This is an optimization exercise on Yosys and OpenROAD, whose aim is small area, not a production implementation. In this exercise RTL edits were held to simulation tests only and were not proved equivalent to the original. Power is estimated from default activity; no workload was simulated. The flow treats the clock pin as an ideal source, which a real chip does not have.

<file path="flow/config.mk">
export PLATFORM = sky130hd
export DESIGN_NAME = ia_loader_top
export DESIGN_NICKNAME = ia_loader_top
export VERILOG_FILES = /design/flow/design.v
export SDC_FILE = /design/flow/constraint.sdc
export NUM_CORES = 4
export LEC_CHECK = 0
export CAP_MARGIN = 10
export CELL_PAD_IN_SITES_DETAIL_PLACEMENT = 1
export CELL_PAD_IN_SITES_GLOBAL_PLACEMENT = 1
export CORE_MARGIN = 2
export CORE_UTILIZATION = 55
export PLACE_DENSITY = 0.7
export SLEW_MARGIN = 10
</file>
<file path="flow/constraint.sdc">
create_clock -name core_clock -period 12.0 [get_ports {clk}]
set_input_delay 2.4000 -clock core_clock [delete_from_list [all_inputs] [get_ports {clk}]]
set_output_delay 2.4000 -clock core_clock [all_outputs]
set_load 0.01 [all_outputs]
</file>
<file path="flow/design.v">
module ia_loader #(
    parameter int unsigned DATA_WIDTH = 16,
    parameter int unsigned SIZE = 16,
    parameter int unsigned BUS_WIDTH = 32,
    parameter int unsigned REG_WIDTH = 32
) (
    input  logic                        clk,
    input  logic                        rst_n,
    input  logic                        init_cfg,
    output logic                        load_ia_req,
    input  logic                        load_ia_granted,
    input  logic                        send_ia_trigger,
    input  logic [REG_WIDTH-1:0]        k,
    input  logic [REG_WIDTH-1:0]        n,
    input  logic [REG_WIDTH-1:0]        m,
    input  logic signed [REG_WIDTH-1:0] lhs_zp,
    input  logic [REG_WIDTH-1:0]        lhs_row_stride_b,
    input  logic [REG_WIDTH-1:0]        lhs_base,
    input  logic                        use_16bits,
    output logic                        icb_cmd_valid,
    input  logic                        icb_cmd_ready,
    output logic                        icb_cmd_read,
    output logic [REG_WIDTH-1:0]        icb_cmd_addr,
    output logic [3:0]                  icb_cmd_len,
    input  logic                        icb_rsp_valid,
    output logic                        icb_rsp_ready,
    input  logic [BUS_WIDTH-1:0]        icb_rsp_rdata,
    input  logic                        icb_rsp_err,
    output logic                        ia_sending_done,
    output logic                        ia_row_valid,
    output logic                        ia_is_init_data,
    output logic                        ia_calc_done,
    output logic [SIZE-1:0][DATA_WIDTH-1:0] ia_out,
    output logic                        ia_data_valid
);
    localparam logic [1:0] IDLE = 2'b00, INIT = 2'b11, LOAD = 2'b01, SEND = 2'b10;
    logic [1:0] state;
    logic [15:0] cfg_zp;
    logic [31:0] cfg_stride;
    logic        cfg_16;
    logic [5:0]  n_hi, m_hi;          
    logic [3:0]  k_lo;                
    logic [3:1]  n_lo;                
    logic [5:0]  tc, lp;
    logic [5:0]  tr_left;             
    logic [31:0] row_base;
    logic [3:0]  rd_row;
    logic        issued;
    logic [31:0] cmd_addr;
    logic [2:0]  bc;
    logic [3:0]  rc;
    logic [3:0]  sr;
    wire [9:0] km1 = k[9:0] - 10'd1;
    wire [9:0] nm1 = n[9:0] - 10'd1;
    wire [9:0] mm1 = m[9:0] - 10'd1;
    wire last_col  = (tc == n_hi);
    wire last_row  = (tr_left == 6'd0);
    wire last_loop = (lp == m_hi);
    wire last_tile = last_col & last_loop & last_row;
    wire [3:0] rows_m1  = last_row ? k_lo : 4'd15;
    wire [2:0] beats_m1 = cfg_16 ? (last_col ? n_lo[3:1] : 3'd7)
                                 : (last_col ? {1'b0, n_lo[3:2]} : 3'd3);
    wire cmd_hs = icb_cmd_valid & icb_cmd_ready;
    wire rsp_hs = icb_rsp_valid & icb_rsp_ready & (state == LOAD);
    wire beat_last = (bc == beats_m1);
    wire row_last  = (rc == rows_m1);
    always_ff @(posedge clk or negedge rst_n) begin
        if (!rst_n) begin
            state <= IDLE;
        end else begin
            case (state)
                IDLE: if (init_cfg) state <= INIT;
                INIT: if (load_ia_granted) state <= LOAD;
                LOAD: if (ia_data_valid) state <= SEND;
                default: begin
                    if (ia_sending_done && last_tile) state <= IDLE;
                    else if (load_ia_granted) state <= LOAD;
                end
            endcase
        end
    end
    always_ff @(posedge clk) begin
        if (state == IDLE && init_cfg) begin
            cfg_zp     <= lhs_zp[15:0];
            cfg_stride <= lhs_row_stride_b;
            cfg_16     <= use_16bits;
            k_lo       <= km1[3:0];
            n_hi       <= nm1[9:4];
            n_lo       <= nm1[3:1];
            m_hi       <= mm1[9:4];
        end
    end
    always_ff @(posedge clk) begin
        if (state == IDLE && init_cfg) begin
            tc <= '0;
            tr_left <= km1[9:4];
            lp <= '0;
            row_base <= lhs_base;
        end else if (state == SEND && ia_sending_done) begin
            if (last_col) begin
                tc <= '0;
                if (last_loop) begin
                    lp <= '0;
                    tr_left <= tr_left - 6'd1;
                    row_base <= asum;
                end else begin
                    lp <= lp + 6'd1;
                end
            end else begin
                tc <= tc + 6'd1;
            end
        end
    end
    always_ff @(posedge clk or negedge rst_n) begin
        if (!rst_n)
            load_ia_req <= 1'b0;
        else if (load_ia_granted)
            load_ia_req <= 1'b0;
        else if (state == INIT || (state == SEND && ia_sending_done && !last_tile))
            load_ia_req <= 1'b1;
    end
    wire first_cmd = (state != LOAD) || (rd_row == 4'd0);
    wire [31:0] aa = first_cmd ? row_base : cmd_addr;
    wire [31:0] ab = (state != LOAD) ? {cfg_stride[27:0], 4'b0}
                   : (rd_row != 4'd0) ? cfg_stride
                   : (cfg_16 ? {21'b0, tc, 5'b0} : {22'b0, tc, 4'b0});
    logic [31:0] asum;
    logic [32:0] cy;
    logic [23:0] pg_g [4];
    logic [23:0] pg_p [4];
    logic c8, c16, c24;
    always_comb begin
        pg_g[0] = aa[23:0] & ab[23:0];
        pg_p[0] = aa[23:0] ^ ab[23:0];
        for (int l = 1; l < 4; l++) begin
            pg_g[l] = '0;
            pg_p[l] = '0;
            for (int j = 0; j < (24 >> l); j++) begin
                pg_g[l][j] = pg_g[l-1][2*j+1] | (pg_p[l-1][2*j+1] & pg_g[l-1][2*j]);
                pg_p[l][j] = pg_p[l-1][2*j+1] & pg_p[l-1][2*j];
            end
        end
        c8  = pg_g[3][0];
        c16 = pg_g[3][1] | (pg_p[3][1] & c8);
        c24 = pg_g[3][2] | (pg_p[3][2] & c16);
        cy[0] = 1'b0;
        for (int i = 0; i < 32; i++) begin
            asum[i] = aa[i] ^ ab[i] ^ cy[i];
            cy[i+1] = (aa[i] & ab[i]) | (cy[i] & (aa[i] ^ ab[i]));
            if (i == 7)  cy[i+1] = c8;
            if (i == 15) cy[i+1] = c16;
            if (i == 23) cy[i+1] = c24;
        end
    end
    wire issue = state == LOAD && !issued && (!icb_cmd_valid || icb_cmd_ready);
    always_ff @(posedge clk or negedge rst_n) begin
        if (!rst_n)
            icb_cmd_valid <= 1'b0;
        else if (state == LOAD)
            icb_cmd_valid <= !issued;
        else
            icb_cmd_valid <= 1'b0;
    end
    always_ff @(posedge clk) begin
        if (state != LOAD) begin
            rd_row <= '0;
            issued <= 1'b0;
        end else if (issue) begin
            rd_row <= rd_row + 4'd1;
            issued <= (rd_row == rows_m1);
        end
    end
    always_ff @(posedge clk) begin
        if (issue)
            cmd_addr <= asum;
    end
    assign icb_cmd_addr = cmd_addr;
    assign icb_cmd_read = icb_cmd_valid;
    assign icb_cmd_len  = {1'b0, beats_m1};
    always_ff @(posedge clk or negedge rst_n) begin
        if (!rst_n)
            icb_rsp_ready <= 1'b0;
        else
            icb_rsp_ready <= (state == LOAD);
    end
    always_ff @(posedge clk) begin
        begin
            if (state != LOAD) begin
                bc <= '0;
                rc <= '0;
            end else if (rsp_hs) begin
                if (beat_last) begin
                    bc <= '0;
                    rc <= row_last ? 4'd0 : rc + 4'd1;
                end else begin
                    bc <= bc + 3'd1;
                end
            end
        end
    end
    always_ff @(posedge clk or negedge rst_n) begin
        if (!rst_n)
            ia_data_valid <= 1'b0;
        else if (state == LOAD) begin
            if (rsp_hs && beat_last && row_last)
                ia_data_valid <= 1'b1;
        end else if (state == SEND) begin
            if (send_ia_trigger || ia_row_valid)
                ia_data_valid <= 1'b0;
        end else
            ia_data_valid <= 1'b0;
    end
    always_ff @(posedge clk or negedge rst_n) begin
        if (!rst_n) begin
            ia_row_valid <= 1'b0;
            ia_sending_done <= 1'b0;
        end else if (state == SEND && ia_row_valid) begin
            ia_row_valid <= (sr != rows_m1);
            ia_sending_done <= (sr == rows_m1);
        end else begin
            ia_row_valid <= (state == SEND && send_ia_trigger);
            ia_sending_done <= 1'b0;
        end
    end
    wire [3:0] sr_d = ia_row_valid ? sr + 4'd1 : 4'd0;
    always_ff @(posedge clk)
        sr <= sr_d;
    assign ia_is_init_data = (tc == 6'd0);
    assign ia_calc_done    = last_col & last_loop;
    logic [1:0] b1;
    logic [2:0] b2;
    always_comb begin
        case (rows_m1)
            4'd0:  begin b1 = 2'd1; b2 = 3'd1; end
            4'd1:  begin b1 = 2'd2; b2 = 3'd2; end
            4'd2:  begin b1 = 2'd0; b2 = 3'd3; end
            4'd3:  begin b1 = 2'd0; b2 = 3'd4; end
            4'd4:  begin b1 = 2'd0; b2 = 3'd5; end
            4'd5:  begin b1 = 2'd1; b2 = 3'd6; end
            4'd6:  begin b1 = 2'd0; b2 = 3'd0; end
            4'd7:  begin b1 = 2'd0; b2 = 3'd0; end
            4'd8:  begin b1 = 2'd0; b2 = 3'd0; end
            4'd9:  begin b1 = 2'd0; b2 = 3'd1; end
            4'd10: begin b1 = 2'd0; b2 = 3'd2; end
            4'd11: begin b1 = 2'd0; b2 = 3'd3; end
            4'd12: begin b1 = 2'd0; b2 = 3'd4; end
            4'd13: begin b1 = 2'd0; b2 = 3'd5; end
            4'd14: begin b1 = 2'd1; b2 = 3'd6; end
            default: begin b1 = 2'd2; b2 = 3'd7; end
        endcase
    end
    wire wA = ({2'b0, rc} < {4'b0, b1});
    wire wB = !wA && ({1'b0, rc} < {2'b0, b2});
    wire wC = !wA && !wB;
    wire first_beat = rsp_hs && bc == 3'd0;
    wire pushA = first_beat && wA && rc != 4'd0;
    wire pushB = first_beat && wB && rc != {2'b0, b1};
    wire pushC = first_beat && wC && rc != {1'b0, b2};
    wire sending = ia_row_valid;
    wire loaded = ia_data_valid || sending;
    wire doneA = loaded || (state == LOAD && !wA);
    wire doneB = loaded || (state == LOAD && wC);
    wire doneC = loaded;
    logic sA, sB, sC;
    always_ff @(posedge clk) begin
        sA <= ({1'b0, sr_d} < {3'b0, b1});
        sB <= ({1'b0, sr_d} >= {3'b0, b1}) && ({1'b0, sr_d} < {2'b0, b2});
        sC <= ({1'b0, sr_d} >= {2'b0, b2});
    end
    logic [0:0] cntA;
    logic [2:0] cntB;
    logic [3:0] cntC;
    wire alA = doneA && cntA != 1'd0;
    wire alB = doneB && cntB != 3'd0;
    wire alC = doneC && cntC != 4'd0;
    wire tile_start = state == INIT || (state == SEND && ia_sending_done);
    always_ff @(posedge clk) begin
        if (tile_start) begin
            cntA <= 1'd1;
            cntB <= 3'd4;
            cntC <= 4'd8;
        end else begin
            if (pushA || alA) cntA <= cntA - 1'd1;
            if (pushB || alB) cntB <= cntB - 3'd1;
            if (pushC || alC) cntC <= cntC - 4'd1;
        end
    end
    wire shA = pushA || alA || (sending && sA);
    wire shB = pushB || alB || (sending && sB);
    wire shC = pushC || alC || (sending && sC);
    logic [15:0] lin [4];
    assign lin[0] = cfg_16 ? icb_rsp_rdata[15:0]  : {{8{icb_rsp_rdata[7]}},  icb_rsp_rdata[7:0]};
    assign lin[1] = cfg_16 ? icb_rsp_rdata[31:16] : {{8{icb_rsp_rdata[15]}}, icb_rsp_rdata[15:8]};
    assign lin[2] = {{8{icb_rsp_rdata[23]}}, icb_rsp_rdata[23:16]};
    assign lin[3] = {{8{icb_rsp_rdata[31]}}, icb_rsp_rdata[31:24]};
    logic [15:0] lane [4];
    logic [16:0] lcy [4];
    always_comb begin
        for (int l = 0; l < 4; l++) begin
            lcy[l][0] = 1'b0;
            for (int i = 0; i < 16; i++) begin
                lane[l][i] = lin[l][i] ^ cfg_zp[i] ^ lcy[l][i];
                lcy[l][i+1] = (lin[l][i] & cfg_zp[i]) | (lcy[l][i] & (lin[l][i] ^ cfg_zp[i]));
            end
        end
    end
    wire [15:0] wd [4];
    assign wd[0] = lane[0];
    assign wd[1] = lane[1];
    assign wd[2] = cfg_16 ? lane[0] : lane[2];
    assign wd[3] = cfg_16 ? lane[1] : lane[3];
    logic [15:0] col_we;
    always_comb
        for (int c = 0; c < 16; c++)
            col_we[c] = rsp_hs && (cfg_16 ? (bc == 3'(c >> 1)) : (bc[1:0] == 2'(c >> 2)));
    logic [15:0] segA [2][16];
    logic [15:0] segB [5][16];
    logic [15:0] segC [9][16];
    always_ff @(posedge clk) begin
        if (shA) for (int p = 0; p < 1; p++) for (int c = 0; c < 16; c++) segA[p][c] <= segA[p+1][c];
        if (shB) for (int p = 0; p < 4; p++) for (int c = 0; c < 16; c++) segB[p][c] <= segB[p+1][c];
        if (shC) for (int p = 0; p < 8; p++) for (int c = 0; c < 16; c++) segC[p][c] <= segC[p+1][c];
    end
    always_ff @(posedge clk) begin
        for (int c = 0; c < 16; c++) begin
            if (col_we[c] && wA) segA[1][c] <= ~wd[c % 4];
            if (col_we[c] && wB) segB[4][c] <= ~wd[c % 4];
            if (col_we[c] && wC) segC[8][c] <= ~wd[c % 4];
        end
    end
    generate
        for (genvar c = 0; c < 16; c++) begin : gen_out
            assign ia_out[c] = ~(({16{sA}} & segA[0][c])
                               | ({16{sB}} & segB[0][c])
                               | ({16{sC}} & segC[0][c]));
        end
    endgenerate
endmodule
module ia_loader_top (
    input  wire         clk,
    input  wire         rst_n,
    input  wire         init_cfg,
    output wire         load_ia_req,
    input  wire         load_ia_granted,
    input  wire         send_ia_trigger,
    input  wire [31:0]  k,
    input  wire [31:0]  n,
    input  wire [31:0]  m,
    input  wire [31:0]  lhs_zp,
    input  wire [31:0]  lhs_row_stride_b,
    input  wire [31:0]  lhs_base,
    input  wire         use_16bits,
    output wire         icb_cmd_valid,
    input  wire         icb_cmd_ready,
    output wire         icb_cmd_read,
    output wire [31:0]  icb_cmd_addr,
    output wire [3:0]   icb_cmd_len,
    input  wire         icb_rsp_valid,
    output wire         icb_rsp_ready,
    input  wire [31:0]  icb_rsp_rdata,
    input  wire         icb_rsp_err,
    output wire         ia_sending_done,
    output wire         ia_row_valid,
    output wire         ia_is_init_data,
    output wire         ia_calc_done,
    output wire [255:0] ia_out_flat,
    output wire         ia_data_valid
);
    ia_loader #(
        .DATA_WIDTH(16),
        .SIZE(16),
        .BUS_WIDTH(32),
        .REG_WIDTH(32)
    ) u_ia_loader (
        .clk              (clk),
        .rst_n            (rst_n),
        .init_cfg         (init_cfg),
        .load_ia_req      (load_ia_req),
        .load_ia_granted  (load_ia_granted),
        .send_ia_trigger  (send_ia_trigger),
        .k                (k),
        .n                (n),
        .m                (m),
        .lhs_zp           (lhs_zp),
        .lhs_row_stride_b (lhs_row_stride_b),
        .lhs_base         (lhs_base),
        .use_16bits       (use_16bits),
        .icb_cmd_valid    (icb_cmd_valid),
        .icb_cmd_ready    (icb_cmd_ready),
        .icb_cmd_read     (icb_cmd_read),
        .icb_cmd_addr     (icb_cmd_addr),
        .icb_cmd_len      (icb_cmd_len),
        .icb_rsp_valid    (icb_rsp_valid),
        .icb_rsp_ready    (icb_rsp_ready),
        .icb_rsp_rdata    (icb_rsp_rdata),
        .icb_rsp_err      (icb_rsp_err),
        .ia_sending_done  (ia_sending_done),
        .ia_row_valid     (ia_row_valid),
        .ia_is_init_data  (ia_is_init_data),
        .ia_calc_done     (ia_calc_done),
        .ia_out           (ia_out_flat),
        .ia_data_valid    (ia_data_valid)
    );
endmodule
</file>
<file path="flow/flow/run.sh">
#!/bin/bash
# The standard layout (standard.sh), with two changes:
#  - clock tree synthesis inserts no dummy loads and builds larger sink
#    clusters (fewer, fuller leaf buffers);
#  - port buffers use the smallest buffer cell.
# make's output goes to standard.log; each ORFS step logs under orfs/logs.
export CTS_ARGS="-sink_clustering_enable -repair_clock_nets -dont_use_dummy_load -sink_clustering_size 30 -sink_clustering_max_diameter 80"
export BUFFER_PORTS_ARGS="-buffer_cell sky130_fd_sc_hd__buf_1"
bash standard.sh finish > standard.log 2>&1
</file>
<file path="flow/standard.sh">
#!/bin/bash
# synth_recipe.tcl (not shown) runs the flow's synth.tcl, then flattens the netlist and writes it again
# the make line also repeats each setting of config.mk as NAME=value (left out here)
make -C /OpenROAD-flow-scripts/flow DESIGN_CONFIG=/design/flow/config.mk WORK_HOME=/design/flow/orfs CLKGATE_MAP_FILE= SYNTH_SCRIPT=/design/flow/synth_recipe.tcl "${@:-finish}"
</file>
==> reports/summary.txt, run 1 <==
Status = finished clean
Core box area = 0.251 mm2
Top_reg_cell synth = edfxtp_1
CTS sink cnt = 4281
Fraction of registers with async set or reset after synthesis = 0.187%
WS Path Type = input pin to register
Largest family of logic cells by synthesized area = compound AO/OA/AOI/OAI gates
FF+latch count, synth = 4281
Final Cycle Share = 81.0%
GP Congestion = 0.840
DR WL/cell = 28.3 um
Postcts setup bufs = 0
Worst vdd ir = 0.167 mV
Die area = 0.256 mm2
Post-synth net total = 5997
Drt pass-1 iters = 8
GRT Util Overall = 20.9%
Synth unique cells = 76
Post-CTS Resized = 0
Synth Warn # = 9
Pwr Density = 211 mW/mm2
Startpoint class of the critical path = input pin
Max clock buf depth = 3
Hold buffer count at cts = 0
Worst skew pair latency = 0.86 ns
Fin nets = 6580
Max_slew headroom = 12.2%
CTS Buf Count = 171
CTS tree = built
Vias per cell = 5.63
Post-placement cell count = 9373
I/O pins = 534
Fin Clk Skew = 0.0687 ns
Slew Limit Fails = 0
Worst setup EP type = register
Largest area contributor in the netlist = edfxtp_1
Cell Area, Synth = 0.138 mm2
Adder-cell share of the synthesized area = 1.79%
Clk pin slew, worst setup/hold paths = 0.10 ns
Post-synthesis sequential area ratio = 92.6%
Largest net degree at the start of global routing = 195
Layout area overhead = 7.88%
Worst hold path type = register to register
Layout cells sized above 1 = 6.24%
Non-filler instance count after layout = 9555
Cell Rows = 184
Most common cell in the netlist = edfxtp_1
Routed Wire Length = 270 mm
Vias = 53837
Fin. Hold Viols = 0
Iter 0 DRT Violations = 6122
Syn avg cell area = 24.6 um2
Fin util = 59.6%
XOR/XNOR Fraction of Synth Area = 0.459%
Initial core utilization = 55.2%
Max-cap violation count = 0
Number of global-route vias before repair = 55675
Total global routing overflow = 0
Crit path max fanout = 13
Synth Instances = 5616
Width of the die = 506 um
Port bufs = 449
Hold_ws = 0.376 ns
RSZ-0062 raised after global routing = false
CTS Root Cell = clkbuf_16
Commonest cells in the netlist = edfxtp_1, a222oi_1, inv_1
DP HPWL = 160 mm
Fmax = 103 MHz
Yosys top cell area share = 91.8%
DRT antenna net count = 0
Data arrival, critical path = 10.27 ns
H-tree Lvls = 4
Setup violations, final = 0
Initial antenna violation count = 27
Largest cells by area after synthesis = edfxtp_1, a222oi_1, fa_1
EDFF count, synth = 4234
Simple-gate portion of the synthesized area = 1.13%
Residual DRC = 0
Synth Area in Compound Gates = 2.63%
Multiplexer share of the synthesized area = 0.688%
First-pass GRT wire length = 381 mm
Lkg Pwr = 0.0461 uW
Die Y = 506 um
Worst EP required = 12.54 ns
Final critical-path required period = 9.72 ns
Worst-Margin Slew = 1.32 ns
worst paths after layout:
kind / cells after the start / endpoint / start / slack [ns]
hold reg to reg: 0 / u_ia_loader.segC[51][13] / u_ia_loader.segC[67][13] / 0.38
hold / removal: 0 / u_ia_loader.segC[51][13] / u_ia_loader.segC[67][13] / 0.38
setup reg to reg: 22 / u_ia_loader.segB[77][15] / u_ia_loader.cfg_16 / 3.35
setup / recovery: 22 / u_ia_loader.segA[18][15] / icb_rsp_rdata[1] / 2.28
min in group asynchronous: 1 / u_ia_loader.ia_sending_done / rst_n / 1.50
max in group asynchronous: 1 / u_ia_loader.icb_cmd_valid / rst_n / 10.08
layer usage:
layer,vias to the layer above,GRT usage (%),part of all wire (%)
met5,-,0,0.070
met1,28157,27.8,41
met2,1659,35.5,50
li1,23659,-,-
met3,334,3.07,5.6
met4,28,7.11,3.5
stage by stage:
| step | total power [uW] | setup WS [ns] | area (um2) | setup TNS, ns |
|---|---|---|---|---|
| 4_1_cts | 31800 | 2.28 | 149000 | 0 |
| 6_report | 31500 | 2.28 | 149000 | 0 |
| 3_5_place_dp | 25500 | 1.40 | 145000 | 0 |
| 3_3_place_gp | 25100 | 1.66 | 145000 | 0 |
| 5_1_grt | 32700 | 2.01 | 149000 | 0 |
| 2_1_floorplan | 24000 | -3.38 | 138000 | -989.12 |
power breakdown:
part	leakage [uW]	internal, uW	switching (uW)
clock network	0.00211	2560	3930
logic	0.00499	1000	3490
registers	0.0390	19900	661
total	0.0461	23400	8080
registers in the layout (all words and copies together), names as in the netlist, 6 cells and up:
signal and count:
u_ia_loader.segC 2304, u_ia_loader.segB 1280, u_ia_loader.segA 512, u_ia_loader.cfg_stride 32, u_ia_loader.cmd_addr 32, u_ia_loader.row_base 32, u_ia_loader.cfg_zp 16, u_ia_loader.lp 6
u_ia_loader.m_hi 6, u_ia_loader.n_hi 6, u_ia_loader.tc 6, u_ia_loader.tr_left 6
worst max-delay path: stages:
cell and delay (ns):
buf_1 0.09, inv_1 0.29, fa_1 0.57, fa_1 0.43
fa_1 0.43, fa_1 0.44, fa_1 0.43, fa_1 0.43
fa_1 0.52, fa_1 0.46, fa_1 0.43, fa_1 0.44
fa_1 0.43, fa_1 0.39, inv_1 0.08, fa_1 0.18
inv_1 0.07, fa_1 0.41, xor2_1 0.18, xnor2_2 0.63
nand2_1 0.18, o21ai_2 0.32
cells by family (layout without fill, tap and decap cells):
family                   count (synthesis)  after routing
AO/OA/AOI/OAI                          427            427
XOR/XNOR                                70             70
buffers and inverters                  268            849
other                                    1             11
multiplexers                            88             88
adder cells (fa/ha/maj)                148            148
flip-flops                            4281           4281
AND/OR/NAND/NOR                        333            333
layout by cell type (no fill, tap or decap), drive strengths merged, types with 28 or more instances in the layout:
cell type and n:
edfxtp 4234, buf 547, a222oi 256, clkbuf 172, inv 129, nand2 117, nor2 92, fa 83
a21oi 71, ha 65, mux2 57, xnor2 42, dfxtp 39, o21ai 32, mux2i 31, xor2 28
final cells by class:
type / count / area [um2]
well taps: 3348 / 4190
inverters: 130 / 489
fillers: 20377 / 101000
clock buffers: 171 / 4280
flip-flops and latches: 4281 / 128000
repair buffers: 548 / 2640
diodes: 10 / 25.0
multi-input cells: 1067 / 9580
==> inputs of run 2 (changes only) <==
==> flow/flow/run.sh (replaced) <==
#!/bin/bash
# The standard layout (standard.sh), with two changes:
#  - clock tree synthesis inserts no dummy loads, builds larger sink
#    clusters (fewer, fuller leaf buffers) and uses a smaller buffer for
#    the levels above the leaves;
#  - port buffers use the smallest buffer cell.
# make's output goes to standard.log; each ORFS step logs under orfs/logs.
export CTS_ARGS="-sink_clustering_enable -repair_clock_nets -dont_use_dummy_load -sink_clustering_size 30 -sink_clustering_max_diameter 80 -tree_buf sky130_fd_sc_hd__clkbuf_4"
export BUFFER_PORTS_ARGS="-buffer_cell sky130_fd_sc_hd__buf_1"
bash standard.sh finish > standard.log 2>&1
==> flow/config.mk (replaced) <==
export PLATFORM = sky130hd
export DESIGN_NAME = ia_loader_top
export DESIGN_NICKNAME = ia_loader_top
export VERILOG_FILES = /design/flow/design.v
export SDC_FILE = /design/flow/constraint.sdc
export NUM_CORES = 4
export LEC_CHECK = 0
export CAP_MARGIN = 5
export CELL_PAD_IN_SITES_DETAIL_PLACEMENT = 1
export CELL_PAD_IN_SITES_GLOBAL_PLACEMENT = 1
export CORE_MARGIN = 2
export CORE_UTILIZATION = 65
export PLACE_DENSITY = 0.8
export SLEW_MARGIN = 5
==> run 2 against run 1 <==
Net effect:
- via count increased by 4.7%
- critical path type unchanged
- final cell count decreased by 5.6%
- sequential share of layout area increased by 0.63 points
==> reports/summary.txt, run 2 <==
Multi-input gate area = 0.00959 mm2 (was 0.00958 mm2)
Cell Area, Synth = 0.138 mm2 (unchanged)
Vias per cell = 6.25 (was 5.63)
Worst vdd ir = 0.159 mV (was 0.167 mV)
Routed Wire Length = 300 mm (was 270 mm)
Slew Limit Fails = 0 (unchanged)
Max_slew headroom = 2.53% (was 12.2%)
Fin nets = 6573 (was 6580)
H-tree Lvls = 4 (unchanged)
Residual DRC = 0 (unchanged)
First-pass GRT wire length = 419 mm (was 381 mm)
Final critical-path required period = 10.16 ns (was 9.72 ns)
Most common cell in the netlist = edfxtp_1 (unchanged)
EDFF count, synth = 4234 (unchanged)
Die area = 0.217 mm2 (was 0.256 mm2)
Initial antenna violation count = 21 (was 27)
Crit path max fanout = 13 (unchanged)
GP Congestion = 0.867 (was 0.840)
Setup violations, final = 0 (unchanged)
Vias = 56381 (was 53837)
Hold Startpoint = u_ia_loader.segB[34][9] (was u_ia_loader.segC[67][13])
GRT Util Overall = 27.7% (was 20.9%)
Synth unique cells = 76 (unchanged)
Area occupied by registers = 0.128 mm2 (unchanged)
Commonest cells in the netlist = edfxtp_1, a222oi_1, inv_1 (unchanged)
Total global routing overflow = 0 (unchanged)
Core box area = 0.212 mm2 (was 0.251 mm2)
CTS tree = built (unchanged)
Iter 0 DRT Violations = 7533 (was 6122)
Non-filler instance count after layout = 9023 (was 9555)
DRT antenna net count = 0 (unchanged)
Largest area contributor in the netlist = edfxtp_1 (unchanged)
Final instance area = 0.148 mm2 (was 0.149 mm2)
Worst EP required = 12.70 ns (was 12.54 ns)
Die Y = 465 um (was 506 um)
Syn avg cell area = 24.6 um2 (unchanged)
Max clock buf depth = 3 (unchanged)
Hold endpoint = u_ia_loader.segB[18][9] (was u_ia_loader.segC[51][13])
Lkg Pwr = 0.0459 uW (was 0.0461 uW)
R2r endpoint = u_ia_loader.segC[142][15] (was u_ia_loader.segB[77][15])
Synth Instances = 5616 (unchanged)
Layout cells sized above 1 = 6.16% (was 6.24%)
CTS Root Cell = clkbuf_16 (unchanged)
CTS sink cnt = 4281 (unchanged)
Overall Power = 31500 uW (about the same)
Fin util = 70.0% (was 59.6%)
Port bufs = 449 (unchanged)
Synth Warn # = 9 (unchanged)
Max-cap violation count = 0 (unchanged)
Layout area overhead = 7.09% (was 7.88%)
Yosys top cell area share = 91.8% (unchanged)
Data arrival, critical path = 10.86 ns (was 10.27 ns)
Commonest non-fill, non-tap cell in the layout = edfxtp_1 (unchanged)
Worst R2R Start = u_ia_loader.cfg_zp[0] (was u_ia_loader.cfg_16)
Worst hold path type = register to register (unchanged)
Cell Rows = 169 (was 184)
Number of global-route vias before repair = 58809 (was 55675)
RSZ-0062 raised after global routing = false (unchanged)
DP HPWL = 166 mm (was 160 mm)
Hold buffer count at cts = 0 (unchanged)
Post-synthesis sequential area ratio = 92.6% (unchanged)
Drt pass-1 iters = 11 (was 8)
CTS Buf Count = 167 (was 171)
DR WL/cell = 33.2 um (was 28.3 um)
FF+latch count, synth = 4281 (unchanged)
Clk pin slew, worst setup/hold paths = 0.11 ns (was 0.10 ns)
Width of the die = 465 um (was 506 um)
Worst R2R Setup Slack = 2.46 ns (was 3.35 ns)
Largest Register = u_ia_loader.segC (unchanged)
Status = finished clean (unchanged)
Pwr Density = 213 mW/mm2 (was 211 mW/mm2)
Postcts setup bufs = 0 (unchanged)
Top_reg_cell synth = edfxtp_1 (unchanged)
Initial core utilization = 65.3% (was 55.2%)
Fraction of registers with async set or reset after synthesis = 0.187% (unchanged)
I/O pins = 534 (unchanged)
Most frequent cells in the layout = edfxtp_1, buf_1, a222oi_1 (unchanged)
Hold Path Stages = 0 (unchanged)
Fin. Hold Viols = 0 (unchanged)
Final worst slack = 1.84 ns (was 2.28 ns)
Final Cycle Share = 84.7% (was 81.0%)
Worst setup EP type = register (unchanged)
Regs by FF count = u_ia_loader.segC x2304, u_ia_loader.segB x1280, u_ia_loader.segA x512 (unchanged)
Post-CTS Resized = 0 (unchanged)
Largest cells by area after synthesis = edfxtp_1, a222oi_1, fa_1 (unchanged)
Post-synth net total = 5997 (unchanged)
Worst skew pair latency = 1.07 ns (was 0.86 ns)
Startpoint class of the critical path = input pin (unchanged)
Fmax = 98.4 MHz (was 103 MHz)
Worst-Margin Slew = 1.46 ns (was 1.32 ns)
WS Path Type = input pin to register (unchanged)
Worst r2r path cells = 22 (unchanged)
Post-placement cell count = 8842 (was 9373)
Dpl cell area = 0.144 mm2 (was 0.145 mm2)
Largest net degree at the start of global routing = 186 (was 195)
DP Worst Slack = 1.16 ns (was 1.40 ns)
Max reg flops = 2304 (unchanged)
Fin Clk Skew = 0.130 ns (was 0.0687 ns)
Fillers = 16052 (was 20377)
[run 2: cell types whose count changed in the layout (fill, tap and decap cells not counted)]
| cell | previous run | this run |
|---|---|---|
| buf_12 | 17 | 14 |
| clkbuf_16 | 171 | 151 |
| clkbuf_4 | 1 | 17 |
| diode_2 | 10 | 12 |
| mux2i_1 | 28 | 27 |
| mux2i_2 | 3 | 4 |
[run 2: kinds of logic after synthesis]
family,after synthesis,synth area share [%]
other cells,1,0.00271
simple gates,333,1.13
buf+inv,268,0.747
fa+ha+maj,148,1.79
compound gates,427,2.63
mux,88,0.688
xor+xnor,70,0.459
flops,4281,92.6
[run 2: per-stage QoR]
step | hold WS, ns | TNS (ns)
global placement | 0.400 | 0
CTS | 0.342 | 0
detailed placement | 0.405 | 0
global route | 0.340 | 0
floorplan | 0.400 | -989.12
finish | 0.344 | 0
[run 2: final cells by class]
type | count | area share [%]
clock buffer | 167 | 2.63
inverter | 130 | 0.330
tap | 2821 | 2.38
timing repair buffer | 545 | 1.74
sequential | 4281 | 86.4
antenna | 12 | 0.0203
multi-input combinational | 1067 | 6.47
[run 2: per-layer routing]
layer / track usage (%) / routed length, um
met5: 0 / 114
met3: 3.95 / 20900
met1: 35.9 / 111000
met4: 11.8 / 14300
met2: 47.8 / 153000
[run 2: power breakdown]
group / total (uW) / switching (uW) / internal [uW]
Combinational: 4560 / 3570 / 998
Clock: 6300 / 4020 / 2280
Sequential: 20700 / 788 / 19900
Total: 31500 / 8370 / 23200
[run 2: how the worst max path moves through the flow]
| stage | startpoint | depth (start not counted) | endpoint |
|---|---|---|---|
| after floorplan | u_ia_loader.tr_left[0] | 16 | u_ia_loader.segA[0][0] |
| after global placement | icb_rsp_rdata[0] | 23 | u_ia_loader.segB[70][15] |
| after detailed placement | icb_rsp_rdata[0] | 23 | u_ia_loader.segB[66][15] |
| after CTS | icb_rsp_rdata[0] | 23 | u_ia_loader.segC[130][15] |
| after global routing | icb_rsp_rdata[0] | 23 | u_ia_loader.segA[18][15] |
| final | icb_rsp_rdata[0] | 23 | u_ia_loader.segC[142][15] |
[run 2: critical path, cell delays in order]
cell and delay [ns]:
buf_1 0.09, ha_1 0.16, inv_1 0.07, fa_1 0.45
fa_1 0.49, fa_1 0.71, fa_1 0.56, fa_1 0.46
fa_1 0.45, fa_1 0.47, fa_1 0.52, fa_1 0.46
fa_1 0.45, fa_1 0.44, fa_1 0.42, inv_1 0.09
fa_1 0.17, inv_1 0.07, fa_1 0.45, xor2_1 0.20
xnor2_2 0.79, nand2_1 0.20, o21ai_2 0.27
==> inputs of run 3 (changes only) <==
--- a/flow/design.v
+++ b/flow/design.v
@@ -49,7 +49,6 @@
     logic [31:0] cmd_addr;
     logic [2:0]  bc;
     logic [3:0]  rc;
-    logic [3:0]  sr;
     wire [9:0] km1 = k[9:0] - 10'd1;
     wire [9:0] nm1 = n[9:0] - 10'd1;
     wire [9:0] mm1 = m[9:0] - 10'd1;
@@ -184,19 +183,18 @@
             icb_rsp_ready <= (state == LOAD);
     end
     always_ff @(posedge clk) begin
-        begin
-            if (state != LOAD) begin
-                bc <= '0;
-                rc <= '0;
-            end else if (rsp_hs) begin
-                if (beat_last) begin
-                    bc <= '0;
-                    rc <= row_last ? 4'd0 : rc + 4'd1;
-                end else begin
-                    bc <= bc + 3'd1;
-                end
-            end
-        end
+        if (state != LOAD || (rsp_hs && beat_last))
+            bc <= '0;
+        else if (rsp_hs)
+            bc <= bc + 3'd1;
+    end
+    wire [3:0] rc_inc = rc + 4'd1;
+    wire [3:0] sr_d = ia_row_valid ? rc_inc : 4'd0;
+    always_ff @(posedge clk) begin
+        if (state != LOAD)
+            rc <= sr_d;
+        else if (rsp_hs && beat_last)
+            rc <= row_last ? 4'd0 : rc_inc;
     end
     always_ff @(posedge clk or negedge rst_n) begin
         if (!rst_n)
@@ -215,47 +213,22 @@
             ia_row_valid <= 1'b0;
             ia_sending_done <= 1'b0;
         end else if (state == SEND && ia_row_valid) begin
-            ia_row_valid <= (sr != rows_m1);
-            ia_sending_done <= (sr == rows_m1);
+            ia_row_valid <= !row_last;
+            ia_sending_done <= row_last;
         end else begin
             ia_row_valid <= (state == SEND && send_ia_trigger);
             ia_sending_done <= 1'b0;
         end
     end
-    wire [3:0] sr_d = ia_row_valid ? sr + 4'd1 : 4'd0;
-    always_ff @(posedge clk)
-        sr <= sr_d;
     assign ia_is_init_data = (tc == 6'd0);
     assign ia_calc_done    = last_col & last_loop;
-    logic [1:0] b1;
-    logic [2:0] b2;
-    always_comb begin
-        case (rows_m1)
-            4'd0:  begin b1 = 2'd1; b2 = 3'd1; end
-            4'd1:  begin b1 = 2'd2; b2 = 3'd2; end
-            4'd2:  begin b1 = 2'd0; b2 = 3'd3; end
-            4'd3:  begin b1 = 2'd0; b2 = 3'd4; end
-            4'd4:  begin b1 = 2'd0; b2 = 3'd5; end
-            4'd5:  begin b1 = 2'd1; b2 = 3'd6; end
-            4'd6:  begin b1 = 2'd0; b2 = 3'd0; end
-            4'd7:  begin b1 = 2'd0; b2 = 3'd0; end
-            4'd8:  begin b1 = 2'd0; b2 = 3'd0; end
-            4'd9:  begin b1 = 2'd0; b2 = 3'd1; end
-            4'd10: begin b1 = 2'd0; b2 = 3'd2; end
-            4'd11: begin b1 = 2'd0; b2 = 3'd3; end
-            4'd12: begin b1 = 2'd0; b2 = 3'd4; end
-            4'd13: begin b1 = 2'd0; b2 = 3'd5; end
-            4'd14: begin b1 = 2'd1; b2 = 3'd6; end
-            default: begin b1 = 2'd2; b2 = 3'd7; end
-        endcase
-    end
-    wire wA = ({2'b0, rc} < {4'b0, b1});
-    wire wB = !wA && ({1'b0, rc} < {2'b0, b2});
+    wire wA = (rc < 4'd2);
+    wire wB = !wA && (rc < 4'd7);
     wire wC = !wA && !wB;
     wire first_beat = rsp_hs && bc == 3'd0;
-    wire pushA = first_beat && wA && rc != 4'd0;
-    wire pushB = first_beat && wB && rc != {2'b0, b1};
-    wire pushC = first_beat && wC && rc != {1'b0, b2};
+    wire pushA = first_beat && rc == 4'd1;
+    wire pushB = first_beat && wB && rc != 4'd2;
+    wire pushC = first_beat && wC && rc != 4'd7;
     wire sending = ia_row_valid;
     wire loaded = ia_data_valid || sending;
     wire doneA = loaded || (state == LOAD && !wA);
@@ -263,9 +236,9 @@
     wire doneC = loaded;
     logic sA, sB, sC;
     always_ff @(posedge clk) begin
-        sA <= ({1'b0, sr_d} < {3'b0, b1});
-        sB <= ({1'b0, sr_d} >= {3'b0, b1}) && ({1'b0, sr_d} < {2'b0, b2});
-        sC <= ({1'b0, sr_d} >= {2'b0, b2});
+        sA <= (sr_d < 4'd2);
+        sB <= (sr_d >= 4'd2) && (sr_d < 4'd7);
+        sC <= (sr_d >= 4'd7);
     end
     logic [0:0] cntA;
     logic [2:0] cntB;
==> flow/flow/run.sh (replaced) <==
#!/bin/bash
# The standard layout (standard.sh), with two changes:
#  - clock tree synthesis inserts no dummy loads and builds larger sink
#    clusters (fewer, fuller leaf buffers);
#  - port buffers use the smallest buffer cell.
# make's output goes to standard.log; each ORFS step logs under orfs/logs.
export CTS_ARGS="-sink_clustering_enable -repair_clock_nets -dont_use_dummy_load -sink_clustering_size 33 -sink_clustering_max_diameter 80"
export BUFFER_PORTS_ARGS="-buffer_cell sky130_fd_sc_hd__buf_1"
bash standard.sh finish > standard.log 2>&1
==> flow/config.mk (replaced) <==
export PLATFORM = sky130hd
export DESIGN_NAME = ia_loader_top
export DESIGN_NICKNAME = ia_loader_top
export VERILOG_FILES = /design/flow/design.v
export SDC_FILE = /design/flow/constraint.sdc
export NUM_CORES = 4
export LEC_CHECK = 0
export CAP_MARGIN = 10
export CELL_PAD_IN_SITES_DETAIL_PLACEMENT = 1
export CELL_PAD_IN_SITES_GLOBAL_PLACEMENT = 1
export CORE_MARGIN = 2
export CORE_UTILIZATION = 55
export PLACE_DENSITY = 0.7
export SLEW_MARGIN = 10
==> run 3 against run 2 <==
Net effect:
- synthesized cell count shrank 1.5%
- via count decreased by 4.8%
- wire length is 8.6% lower
- non-clock buffer count increased by 4
- sequential share of layout area is 0.22 points lower
- register-to-register slack better by 1.2 ns
- power is 16% higher
- worst hold slack better by 0.0097 ns
- count of clock-buffer cells in the layout down 6
- global-route usage down 6.5 points
- highest routed layer unchanged
==> reports/summary.txt, run 3 <==
I/O pins = 534 (unchanged)
CTS tree = built (unchanged)
Multiplexer share of the synthesized area = 0.652% (was 0.688%)
Width of the die = 505 um (was 465 um)
Worst R2R Start = u_ia_loader.cfg_zp[0] (unchanged)
FF+latch count, synth = 4277 (was 4281)
Postcts setup bufs = 0 (unchanged)
Synth Warn # = 9 (unchanged)
Residual DRC = 0 (unchanged)
Critical Path Max Stage Delay = 0.67 ns (was 0.79 ns)
Worst skew pair latency = 0.86 ns (was 1.07 ns)
Fin nets = 6480 (was 6573)
WS Path Type = input pin to register (unchanged)
Data arrival, critical path = 10.05 ns (was 10.86 ns)
Adder-cell share of the synthesized area = 1.68% (was 1.79%)
Worst vdd ir = 0.269 mV (was 0.159 mV)
Cell Rows = 183 (was 169)
DR WL/cell = 29.0 um (was 33.2 um)
H-tree Lvls = 4 (unchanged)
Iter 0 DRT Violations = 6351 (was 7533)
Worst-Margin Slew = 1.28 ns (was 1.46 ns)
Most used cell, CP = fa_1 (unchanged)
Fmax = 105 MHz (was 98.4 MHz)
XOR/XNOR Fraction of Synth Area = 0.535% (was 0.459%)
Setup violations, final = 0 (unchanged)
Port bufs = 449 (unchanged)
Slowest CP cell = xnor2_2 (unchanged)
Largest net degree at the start of global routing = 192 (was 186)
Vias = 53691 (was 56381)
Vias per cell = 5.68 (was 6.25)
Worst hold path type = register to register (unchanged)
Fin Clk Skew = 0.112 ns (was 0.130 ns)
CTS sink cnt = 4277 (was 4281)
Synth Area in Compound Gates = 2.54% (was 2.63%)
Max_slew headroom = 14.4% (was 2.53%)
Worst EP required = 12.56 ns (was 12.70 ns)
Drt pass-1 iters = 9 (was 11)
Post-CTS Resized = 0 (unchanged)
Pwr Density = 247 mW/mm2 (was 213 mW/mm2)
Die area = 0.255 mm2 (was 0.217 mm2)
Initial core utilization = 55.4% (was 65.3%)
Regs by FF count = u_ia_loader.segC x2304, u_ia_loader.segB x1280, u_ia_loader.segA x512 (unchanged)
Max reg flops = 2304 (unchanged)
Lkg Pwr = 0.0461 uW (was 0.0459 uW)
First-pass GRT wire length = 386 mm (was 419 mm)
Core box area = 0.249 mm2 (was 0.212 mm2)
Post-synthesis sequential area ratio = 92.9% (was 92.6%)
Die Y = 505 um (was 465 um)
Initial antenna violation count = 43 (was 21)
EDFF count, synth = 4238 (was 4234)
DP HPWL = 161 mm (was 166 mm)
RSZ-0062 raised after global routing = false (unchanged)
Synth Instances = 5533 (was 5616)
CTS Buf Count = 161 (was 167)
CTS Root Cell = clkbuf_16 (unchanged)
Yosys top cell area share = 92.3% (was 91.8%)
Final critical-path required period = 9.49 ns (was 10.16 ns)
Commonest cells in the netlist = edfxtp_1, a222oi_1, inv_1 (unchanged)
CP bufs+invs = 4 (unchanged)
Post-synth net total = 5901 (was 5997)
Hold buffer count at cts = 0 (unchanged)
Setup TNS = 0 ns (unchanged)
CP cell instances = buf_1, ha_1, inv_1, fa_1, fa_1, fa_1, fa_1, fa_1, fa_1, fa_1, fa_1, fa_1, fa_1, fa_1, fa_1, inv_1, fa_1, inv_1, fa_1, xor2_1, xnor2_2, nand2_1, o21ai_2 (unchanged)
Cell Area, Synth = 0.138 mm2 (about the same)
Most frequent cells in the layout = edfxtp_1, buf_1, a222oi_1 (unchanged)
Final Cycle Share = 79.0% (was 84.7%)
Synth unique cells = 63 (was 76)
DRT antenna net count = 0 (unchanged)
Most common cell in the netlist = edfxtp_1 (unchanged)
Commonest non-fill, non-tap cell in the layout = edfxtp_1 (unchanged)
Routed Wire Length = 274 mm (was 300 mm)
Crit path max fanout = 13 (unchanged)
GP Congestion = 0.810 (was 0.867)
Largest Register = u_ia_loader.segC (unchanged)
GRT Util Overall = 21.2% (was 27.7%)
Status = finished clean (unchanged)
Fin. Hold Viols = 0 (unchanged)
Total global routing overflow = 0 (unchanged)
Largest family of logic cells by synthesized area = compound AO/OA/AOI/OAI gates (unchanged)
Worst setup EP type = register (unchanged)
Simple-gate portion of the synthesized area = 1.01% (was 1.13%)
Crit path launch = icb_rsp_rdata[0] (unchanged)
CP top delay family = adder cells (unchanged)
Top_reg_cell synth = edfxtp_1 (unchanged)
Largest cells by area after synthesis = edfxtp_1, a222oi_1, fa_1 (unchanged)
Overall Power = 36700 uW (was 31500 uW)
Dpl cell area = 0.145 mm2 (was 0.144 mm2)
Final instance area = 0.149 mm2 (was 0.148 mm2)
Number of global-route vias before repair = 55585 (was 58809)
Syn avg cell area = 24.9 um2 (was 24.6 um2)
Clk pin slew, worst setup/hold paths = 0.10 ns (was 0.11 ns)
Largest area contributor in the netlist = edfxtp_1 (unchanged)
Layout cells sized above 1 = 6.20% (was 6.16%)
Startpoint class of the critical path = input pin (unchanged)
Slew Limit Fails = 0 (unchanged)
Hold Startpoint = u_ia_loader.segC[84][6] (was u_ia_loader.segB[34][9])
Layout area overhead = 7.73% (was 7.09%)
Max-cap violation count = 0 (unchanged)
Fraction of registers with async set or reset after synthesis = 0.187% (about the same)
Max clock buf depth = 3 (unchanged)
==> run 3: final timing paths <==
path	end	slack, ns	depth (start not counted)
setup / recovery	u_ia_loader.segC[138][15]	2.51	23
setup reg to reg	u_ia_loader.segC[138][15]	3.67	22
max in group asynchronous	u_ia_loader.icb_cmd_valid	10.14	1
min in group asynchronous	u_ia_loader.icb_rsp_ready	1.50	1
hold / removal	u_ia_loader.segC[68][6]	0.35	0
hold reg to reg	u_ia_loader.segC[68][6]	0.35	0
==> run 3: cell families after synthesis <==
logic type      count (synthesis)
flops                        4277
compound gates                402
simple gates                  302
buf+inv                       256
fa+ha+maj                     135
mux                            83
xor+xnor                       77
other cells                     1
==> run 3: through the flow <==
step	hold WS (ns)	worst slack [ns]	utilization [%]	cells
2_1_floorplan	0.400	-4.67	-	5533
3_3_place_gp	0.400	1.77	58.1	9279
3_5_place_dp	0.405	1.61	58.1	9279
4_1_cts	0.349	2.46	59.7	9440
5_1_grt	0.344	2.18	59.7	9446
6_report	0.354	2.51	59.7	9452
==> run 3: final cells by class <==
cell class	instances	area, um2
Inverter	123	464
Timing Repair Buffer	549	2650
Sequential cell	4277	128000
Clock buffer	161	4030
Tap cell	3330	4170
Fill cell	20348	100000
Antenna cell	12	30.0
Multi-Input combinational cell	1000	9150
==> run 3: routing by layer <==
layer	global-route usage [%]	part of all wire, %	up-vias
met5	0	0.087	-
met4	6.67	3.1	38
met3	3.21	5.6	344
met2	36.4	50	1695
met1	28.3	41	28302
li1	-	-	23312
==> run 3: power by group <==
part	leakage, uW	switching [uW]	total (uW)	internal (uW)
logic	0.00487	5440	6910	1470
registers	0.0393	1140	23500	22400
clock network	0.00198	3860	6280	2420
total	0.0461	10500	36700	26300
==> inputs of run 4 (changes only) <==
==> flow/flow/run.sh (replaced) <==
#!/bin/bash
# The standard layout (standard.sh), with two changes:
#  - clock tree synthesis inserts no dummy loads and builds larger sink
#    clusters (fewer, fuller leaf buffers);
#  - port buffers use the smallest buffer cell.
# make's output goes to standard.log; each ORFS step logs under orfs/logs.
export CTS_ARGS="-sink_clustering_enable -repair_clock_nets -dont_use_dummy_load -sink_clustering_size 30 -sink_clustering_max_diameter 80"
export BUFFER_PORTS_ARGS="-buffer_cell sky130_fd_sc_hd__buf_1"
bash standard.sh finish > standard.log 2>&1
==> run 4 against run 3 <==
Net effect:
- still clean
- wire length about the same
- synthesized cell count unchanged
- sequential share of layout area decreased by 0.16 points
- die area unchanged
- critical path depth unchanged
- combinational power about the same
- synthesized area unchanged
- critical path type unchanged
- highest routed layer unchanged
==> reports/summary.txt, run 4 <==
Largest Register = u_ia_loader.segC (unchanged)
Pwr Density = 248 mW/mm2 (was 247 mW/mm2)
I/O pins = 534 (unchanged)
Vias per cell = 5.69 (was 5.68)
Number of global-route vias before repair = 55622 (was 55585)
Synth Instances = 5533 (unchanged)
Cell Rows = 183 (unchanged)
GRT Util Overall = 21.3% (was 21.2%)
Commonest non-fill, non-tap cell in the layout = edfxtp_1 (unchanged)
Dpl cell area = 0.145 mm2 (unchanged)
Vias = 53824 (was 53691)
Commonest cells in the netlist = edfxtp_1, a222oi_1, inv_1 (unchanged)
Synth unique cells = 63 (unchanged)
Startpoint class of the critical path = input pin (unchanged)
DRT antenna net count = 0 (unchanged)
Worst-Margin Slew = 1.32 ns (was 1.28 ns)
Data arrival, critical path = 9.98 ns (was 10.05 ns)
Worst EP required = 12.55 ns (was 12.56 ns)
Routed Wire Length = 274 mm (about the same)
Max reg flops = 2304 (unchanged)
Fin. Hold Viols = 0 (unchanged)
Max_slew headroom = 12.2% (was 14.4%)
H-tree Lvls = 4 (unchanged)
WS Path Type = input pin to register (unchanged)
RSZ-0062 raised after global routing = false (unchanged)
Largest cells by area after synthesis = edfxtp_1, a222oi_1, fa_1 (unchanged)
Residual DRC = 0 (unchanged)
Width of the die = 505 um (unchanged)
Fraction of registers with async set or reset after synthesis = 0.187% (unchanged)
Top_reg_cell synth = edfxtp_1 (unchanged)
Regs by FF count = u_ia_loader.segC x2304, u_ia_loader.segB x1280, u_ia_loader.segA x512 (unchanged)
Area occupied by registers = 0.128 mm2 (unchanged)
Fmax = 106 MHz (was 105 MHz)
Clk pin slew, worst setup/hold paths = 0.10 ns (about the same)
Yosys top cell area share = 92.3% (unchanged)
Port bufs = 449 (unchanged)
Most common cell in the netlist = edfxtp_1 (unchanged)
Layout area overhead = 7.93% (was 7.73%)
Iter 0 DRT Violations = 5885 (was 6351)
Fin Clk Skew = 0.105 ns (was 0.112 ns)
CTS Root Cell = clkbuf_16 (unchanged)
CTS tree = built (unchanged)
Worst hold path type = register to register (unchanged)
Max clock buf depth = 3 (unchanged)
Die area = 0.255 mm2 (unchanged)
Post-synth net total = 5901 (unchanged)
Die Y = 505 um (unchanged)
Total global routing overflow = 0 (unchanged)
Max-cap violation count = 0 (unchanged)
Largest net degree at the start of global routing = 192 (unchanged)
Non-filler instance count after layout = 9465 (was 9452)
DR WL/cell = 28.9 um (was 29.0 um)
Initial core utilization = 55.4% (unchanged)
Setup TNS = 0 ns (unchanged)
Postcts setup bufs = 0 (unchanged)
DP HPWL = 161 mm (unchanged)
Setup violations, final = 0 (unchanged)
Post-synthesis sequential area ratio = 92.9% (unchanged)
Layout cells sized above 1 = 6.37% (was 6.20%)
CTS Buf Count = 172 (was 161)
Crit path max fanout = 13 (unchanged)
Lkg Pwr = 0.0463 uW (was 0.0461 uW)
Cell Area, Synth = 0.138 mm2 (unchanged)
Largest area contributor in the netlist = edfxtp_1 (unchanged)
Slew Limit Fails = 0 (unchanged)
GP Congestion = 0.810 (unchanged)
Final Cycle Share = 78.6% (was 79.0%)
EDFF count, synth = 4238 (unchanged)
Status = finished clean (unchanged)
Worst vdd ir = 0.267 mV (was 0.269 mV)
Worst setup EP type = register (unchanged)
Fin nets = 6491 (was 6480)
Drt pass-1 iters = 10 (was 9)
Synth Warn # = 9 (unchanged)
Core box area = 0.249 mm2 (unchanged)
FF+latch count, synth = 4277 (unchanged)
Syn avg cell area = 24.9 um2 (unchanged)
Worst skew pair latency = 0.86 ns (about the same)
Fillers = 20342 (was 20348)
Post-placement cell count = 9279 (unchanged)
Most frequent cells in the layout = edfxtp_1, buf_1, a222oi_1 (unchanged)
First-pass GRT wire length = 386 mm (about the same)
CTS sink cnt = 4277 (unchanged)
Post-CTS Resized = 0 (unchanged)
Final critical-path required period = 9.43 ns (was 9.49 ns)
Multi-input gate area = 0.00915 mm2 (unchanged)
Overall Power = 36900 uW (was 36700 uW)
Hold buffer count at cts = 0 (unchanged)
Final instance area = 0.149 mm2 (about the same)
Initial antenna violation count = 43 (unchanged)
run 4: changes by cell type in the layout (fill, tap and decap cells not counted):
cell / before / now
diode_2: 12 / 14
clkbuf_16: 161 / 172
run 4: final cells by class:
cell class / count / share of cell area (%)
timing repair buffer: 549 / 1.78
multi-input combinational: 1000 / 6.14
sequential: 4277 / 86.1
inverter: 123 / 0.312
antenna: 14 / 0.0235
clock buffer: 172 / 2.89
tap: 3330 / 2.80
run 4: logic make-up after synthesis:
group,share of synthesized area (%)
adder cells (fa/ha/maj),1.68
XOR/XNOR,0.535
buffers and inverters,0.714
AO/OA/AOI/OAI,2.54
flip-flops,92.9
AND/OR/NAND/NOR,1.01
other,0.00272
multiplexers,0.652
run 4: worst max-delay path, stage by stage:
cell	delay [ns]
buf_1	0.08
ha_1	0.14
inv_1	0.05
fa_1	0.42
fa_1	0.43
fa_1	0.44
fa_1	0.43
fa_1	0.43
fa_1	0.54
fa_1	0.48
fa_1	0.46
fa_1	0.45
fa_1	0.45
fa_1	0.43
fa_1	0.41
inv_1	0.09
fa_1	0.17
inv_1	0.05
fa_1	0.40
xor2_1	0.18
xnor2_2	0.60
nand2_1	0.16
o21ai_2	0.29
run 4: path summary, 6_finish.rpt:
kind,startpoint,end,slack (ns),depth (start not counted)
max,icb_rsp_rdata[0],u_ia_loader.segC[134][15],2.57,23
min reg2reg,u_ia_loader.segB[22][4],u_ia_loader.segB[6][4],0.35,0
min,u_ia_loader.segB[22][4],u_ia_loader.segB[6][4],0.35,0
max reg2reg,u_ia_loader.cfg_zp[0],u_ia_loader.segC[134][15],3.71,22
max in group asynchronous,rst_n,u_ia_loader.icb_rsp_ready,10.14,1
min in group asynchronous,rst_n,u_ia_loader.load_ia_req,1.51,1
run 4: power by group:
group,internal [uW],total [uW],switching (uW)
sequential,22400,23500,1140
clock,2570,6470,3900
combinational,1470,6910,5440
total,26400,36900,10500
run 4: through the flow:
stage	utilization [%]	hold WS, ns	worst slack, ns
final	59.8	0.354	2.57
after global routing	59.8	0.359	2.22
after CTS	59.8	0.355	2.49
after detailed placement	58.1	0.405	1.61
after global placement	58.1	0.400	1.77
after floorplan	-	0.400	-4.67
run 4: layer usage:
layer / part of all wire [%] / global-route usage [%] / vias to the layer above
met5: 0.082 / 0 / -
met4: 3.8 / 7.42 / 36
met3: 5.6 / 3.21 / 376
met2: 50 / 36.2 / 1722
met1: 41 / 28.4 / 28349
li1: - / - / 23341
==> inputs of run 5 (changes only) <==
==> flow/flow/run.sh (replaced) <==
#!/bin/bash
# The standard layout (standard.sh), with two changes:
#  - clock tree synthesis inserts no dummy loads and builds larger sink
#    clusters (fewer, fuller leaf buffers);
#  - port buffers use the smallest buffer cell.
# make's output goes to standard.log; each ORFS step logs under orfs/logs.
export CTS_ARGS="-sink_clustering_enable -repair_clock_nets -dont_use_dummy_load -sink_clustering_size 30 -sink_clustering_max_diameter 80 -tree_buf sky130_fd_sc_hd__clkbuf_4"
export BUFFER_PORTS_ARGS="-buffer_cell sky130_fd_sc_hd__buf_1"
bash standard.sh finish > standard.log 2>&1
==> run 5 against run 4 <==
Net effect:
- combinational power barely moved
- synthesized cell count unchanged
- sequential share of layout area is 0.15 points higher
- count of clock-buffer cells in the layout did not move
- wire length hardly changed
- setup slack better by 0.13 ns
- maximum frequency increased by 1.4%
- clock skew is 0.11 ns higher
- first-iteration DRC count up 0.83%
- die area unchanged
==> reports/summary.txt, run 5 <==
Largest cells by area after synthesis = edfxtp_1, a222oi_1, fa_1 (unchanged)
Hold_ws = 0.243 ns (was 0.354 ns)
Initial antenna violation count = 47 (was 43)
Status = finished clean (unchanged)
Routed Wire Length = 274 mm (about the same)
DR WL/cell = 28.9 um (about the same)
Clock Power Share = 17.0% (was 17.5%)
Pwr Density = 247 mW/mm2 (was 248 mW/mm2)
Most common cell in the netlist = edfxtp_1 (unchanged)
Postcts setup bufs = 0 (unchanged)
Max reg flops = 2304 (unchanged)
Synth Instances = 5533 (unchanged)
Overall Power = 36600 uW (was 36900 uW)
Worst EP required = 12.69 ns (was 12.55 ns)
Post-synthesis sequential area ratio = 92.9% (unchanged)
Commonest cells in the netlist = edfxtp_1, a222oi_1, inv_1 (unchanged)
CTS sink cnt = 4277 (unchanged)
CTS Root Cell = clkbuf_16 (unchanged)
Clk pin slew, worst setup/hold paths = 0.11 ns (was 0.10 ns)
CTS tree = built (unchanged)
EDFF count, synth = 4238 (unchanged)
H-tree Lvls = 4 (unchanged)
WS Path Type = input pin to register (unchanged)
Worst-Margin Slew = 1.30 ns (was 1.32 ns)
Total global routing overflow = 0 (unchanged)
Die Y = 505 um (unchanged)
Fraction of registers with async set or reset after synthesis = 0.187% (unchanged)
CTS Buf Count = 172 (unchanged)
Fmax = 108 MHz (was 106 MHz)
Commonest non-fill, non-tap cell in the layout = edfxtp_1 (unchanged)
Slowest CP cell = xnor2_2 (unchanged)
Data arrival, critical path = 9.98 ns (about the same)
Port bufs = 449 (unchanged)
Syn avg cell area = 24.9 um2 (unchanged)
Combinational Power Share = 18.9% (was 18.7%)
Crit path max fanout = 13 (unchanged)
Fin. Hold Viols = 0 (unchanged)
Switching Fraction = 28.5% (was 28.4%)
Vias per cell = 5.67 (was 5.69)
Fin nets = 6491 (unchanged)
Number of global-route vias before repair = 55660 (was 55622)
Startpoint class of the critical path = input pin (unchanged)
Most frequent cells in the layout = edfxtp_1, buf_1, a222oi_1 (unchanged)
Cell Area, Synth = 0.138 mm2 (unchanged)
Worst R2R Setup Slack = 3.65 ns (was 3.71 ns)
GP Congestion = 0.810 (unchanged)
Cell Rows = 183 (unchanged)
FF+latch count, synth = 4277 (unchanged)
Critical Path Max Stage Delay = 0.60 ns (about the same)
Top_reg_cell synth = edfxtp_1 (unchanged)
Setup TNS = 0 ns (unchanged)
DRT antenna net count = 0 (unchanged)
Largest net degree at the start of global routing = 192 (unchanged)
Synth unique cells = 63 (unchanged)
Max clock buf depth = 3 (unchanged)
Yosys top cell area share = 92.3% (unchanged)
Fin Clk Skew = 0.211 ns (was 0.105 ns)
Iter 0 DRT Violations = 5934 (was 5885)
Core box area = 0.249 mm2 (unchanged)
Post-CTS Resized = 0 (unchanged)
Synth Warn # = 9 (unchanged)
Hold Path Stages = 0 (unchanged)
Worst skew pair latency = 1.05 ns (was 0.86 ns)
Max_slew headroom = 13.1% (was 12.2%)
Largest Register = u_ia_loader.segC (unchanged)
Setup violations, final = 0 (unchanged)
Worst hold path type = register to register (unchanged)
Layout area overhead = 7.75% (was 7.93%)
Reg power frac = 64.2% (was 63.7%)
Die area = 0.255 mm2 (unchanged)
Width of the die = 505 um (unchanged)
Final Cycle Share = 77.5% (was 78.6%)
Regs by FF count = u_ia_loader.segC x2304, u_ia_loader.segB x1280, u_ia_loader.segA x512 (unchanged)
Drt pass-1 iters = 7 (was 10)
GRT Util Overall = 21.3% (about the same)
RSZ-0062 raised after global routing = false (unchanged)
Vias = 53761 (was 53824)
Worst vdd ir = 0.266 mV (was 0.267 mV)
Internal = 26200 uW (was 26400 uW)
Most used cell, CP = fa_1 (unchanged)
Max-cap violation count = 0 (unchanged)
Switching power = 10500 uW (about the same)
Post-synth net total = 5901 (unchanged)
Hold buffer count at cts = 0 (unchanged)
CP cell instances = buf_1, ha_1, inv_1, fa_1, fa_1, fa_1, fa_1, fa_1, fa_1, fa_1, fa_1, fa_1, fa_1, fa_1, fa_1, inv_1, fa_1, inv_1, fa_1, xor2_1, xnor2_2, nand2_1, o21ai_2 (unchanged)
Residual DRC = 0 (unchanged)
Largest area contributor in the netlist = edfxtp_1 (unchanged)
Worst r2r path cells = 22 (unchanged)
Final critical-path required period = 9.30 ns (was 9.43 ns)
First-pass GRT wire length = 386 mm (about the same)
Hold Startpoint = u_ia_loader.segB[22][4] (unchanged)
Hold endpoint = u_ia_loader.segB[6][4] (unchanged)
Slew Limit Fails = 0 (unchanged)
Lkg Pwr = 0.0461 uW (was 0.0463 uW)
I/O pins = 534 (unchanged)
Worst R2R Start = u_ia_loader.cfg_zp[0] (unchanged)
DP HPWL = 161 mm (unchanged)
Worst setup EP type = register (unchanged)
Initial core utilization = 55.4% (unchanged)
Layout cells sized above 1 = 6.37% (unchanged)
R2r endpoint = u_ia_loader.segC[134][15] (unchanged)
==> run 5: cell count changes in the layout (fill, tap and decap cells not counted), sizes merged <==
cell / before / now
diode: 14 / 24
==> run 5: kinds of logic (layout without fill, tap and decap cells) <==
family | Yosys count | in the layout | share of synthesized area (%)
flops | 4277 | 4277 | 92.9
compound gates | 402 | 402 | 2.54
simple gates | 302 | 302 | 1.01
buf+inv | 256 | 844 | 0.714
fa+ha+maj | 135 | 135 | 1.68
mux | 83 | 83 | 0.652
xor+xnor | 77 | 77 | 0.535
other cells | 1 | 25 | 0.00272
==> run 5: critical path, delay by kind of cell <==
kind            cells  cell delay [ns]
compound gates      1             0.29
buf+inv             4             0.27
xor+xnor            2             0.78
fa+ha+maj          15             6.09
simple gates        1             0.16
==> run 5: power by group through the flow <==
| stage | sequential [uW] | clock (uW) | combinational [uW] |
|---|---|---|---|
| 2_1_floorplan | 24900 | 0 | 3550 |
| 3_3_place_gp | 23400 | 0 | 6920 |
| 3_5_place_dp | 23900 | 0 | 7120 |
| 4_1_cts | 23500 | 6370 | 7140 |
| 5_1_grt | 23800 | 6750 | 7530 |
| 6_report | 23500 | 6220 | 6910 |
==> run 5: routing by layer <==
layer | vias up | routed length (um) | track usage [%]
met5 | - | 239 | 0
met3 | 366 | 15300 | 3.16
met2 | 1709 | 137000 | 36.2
li1 | 23349 | - | -
met4 | 38 | 9680 | 7.32
met1 | 28299 | 111000 | 28.4
==> run 5: area by class of cell <==
type                    count  area, um2
multi-input cells        1000       9150
clock buffers             172       4020
diodes                     24       60.1
repair buffers            549       2650
fillers                 20363     100000
well taps                3330       4170
inverters                 123        464
flip-flops and latches   4277     128000
==> run 5: worst max path at each step <==
stage | endpoint | slack (ns) | start
floorplan | u_ia_loader.segC[0][0] | -4.67 | icb_rsp_valid
CTS | u_ia_loader.segC[134][15] | 2.64 | icb_rsp_rdata[0]
global route | u_ia_loader.segC[134][15] | 2.37 | icb_rsp_rdata[0]
global placement | u_ia_loader.segC[130][15] | 1.77 | icb_rsp_rdata[0]
detailed placement | u_ia_loader.segC[138][15] | 1.61 | icb_rsp_rdata[0]
finish | u_ia_loader.segC[134][15] | 2.70 | icb_rsp_rdata[0]
==> run 5: stage by stage <==
step	setup WS [ns]	instances	util (%)	cell area, um2
global placement	1.77	9279	58.1	145000
finish	2.70	9475	59.7	149000
global route	2.37	9466	59.7	149000
floorplan	-4.67	5533	-	138000
CTS	2.64	9451	59.7	149000
detailed placement	1.61	9279	58.1	145000

afterwards: timing with drivers on the ports:
How much do the figures lean on ideal ports? The routed layouts below were timed once more, with nothing changed but the port constraints. Step 1 (the two cells are an assumption about what drives the block):
set clk [get_ports {clk}]
set_driving_cell -lib_cell sky130_fd_sc_hd__clkbuf_16 $clk
set_driving_cell -lib_cell sky130_fd_sc_hd__buf_2 [delete_from_list [all_inputs] $clk]
Step 2 also shifts input and output timing later by t, the mid clock arrival at the registers, as if the neighbouring blocks saw the same clock. a / b / c = ideal ports / drivers / drivers and shift; a / b = the first two.
run | t, ns | setup WS [ns] | worst hold slack (ns) | worst setup path at the end | slew at the worst register clock pin (ns)
run 1 | 0.931 | 2.277 / 2.351 / 1.419 | 0.376 / 0.376 / 0.376 | input to register | 0.11 / 0.11
run 2 | 1.069 | 1.835 / 1.801 / 0.732 | 0.344 / 0.344 / 0.344 | input to register | 0.12 / 0.12
run 3 | 0.891 | 2.514 / 2.553 / 1.662 | 0.354 / 0.354 / 0.354 | input to register | 0.12 / 0.12
run 4 | 0.915 | 2.568 / 2.626 / 1.711 | 0.354 / 0.354 / 0.354 | input to register | 0.11 / 0.11
run 5 | 1.051 | 2.702 / 2.763 / 1.712 | 0.243 / 0.243 / 0.243 | input to register | 0.12 / 0.12
After both steps setup and hold are still met in every run listed. For run 2, which loses most, drivers alone change the setup slack by -0.034 ns; drivers and shift together by -1.103 ns.
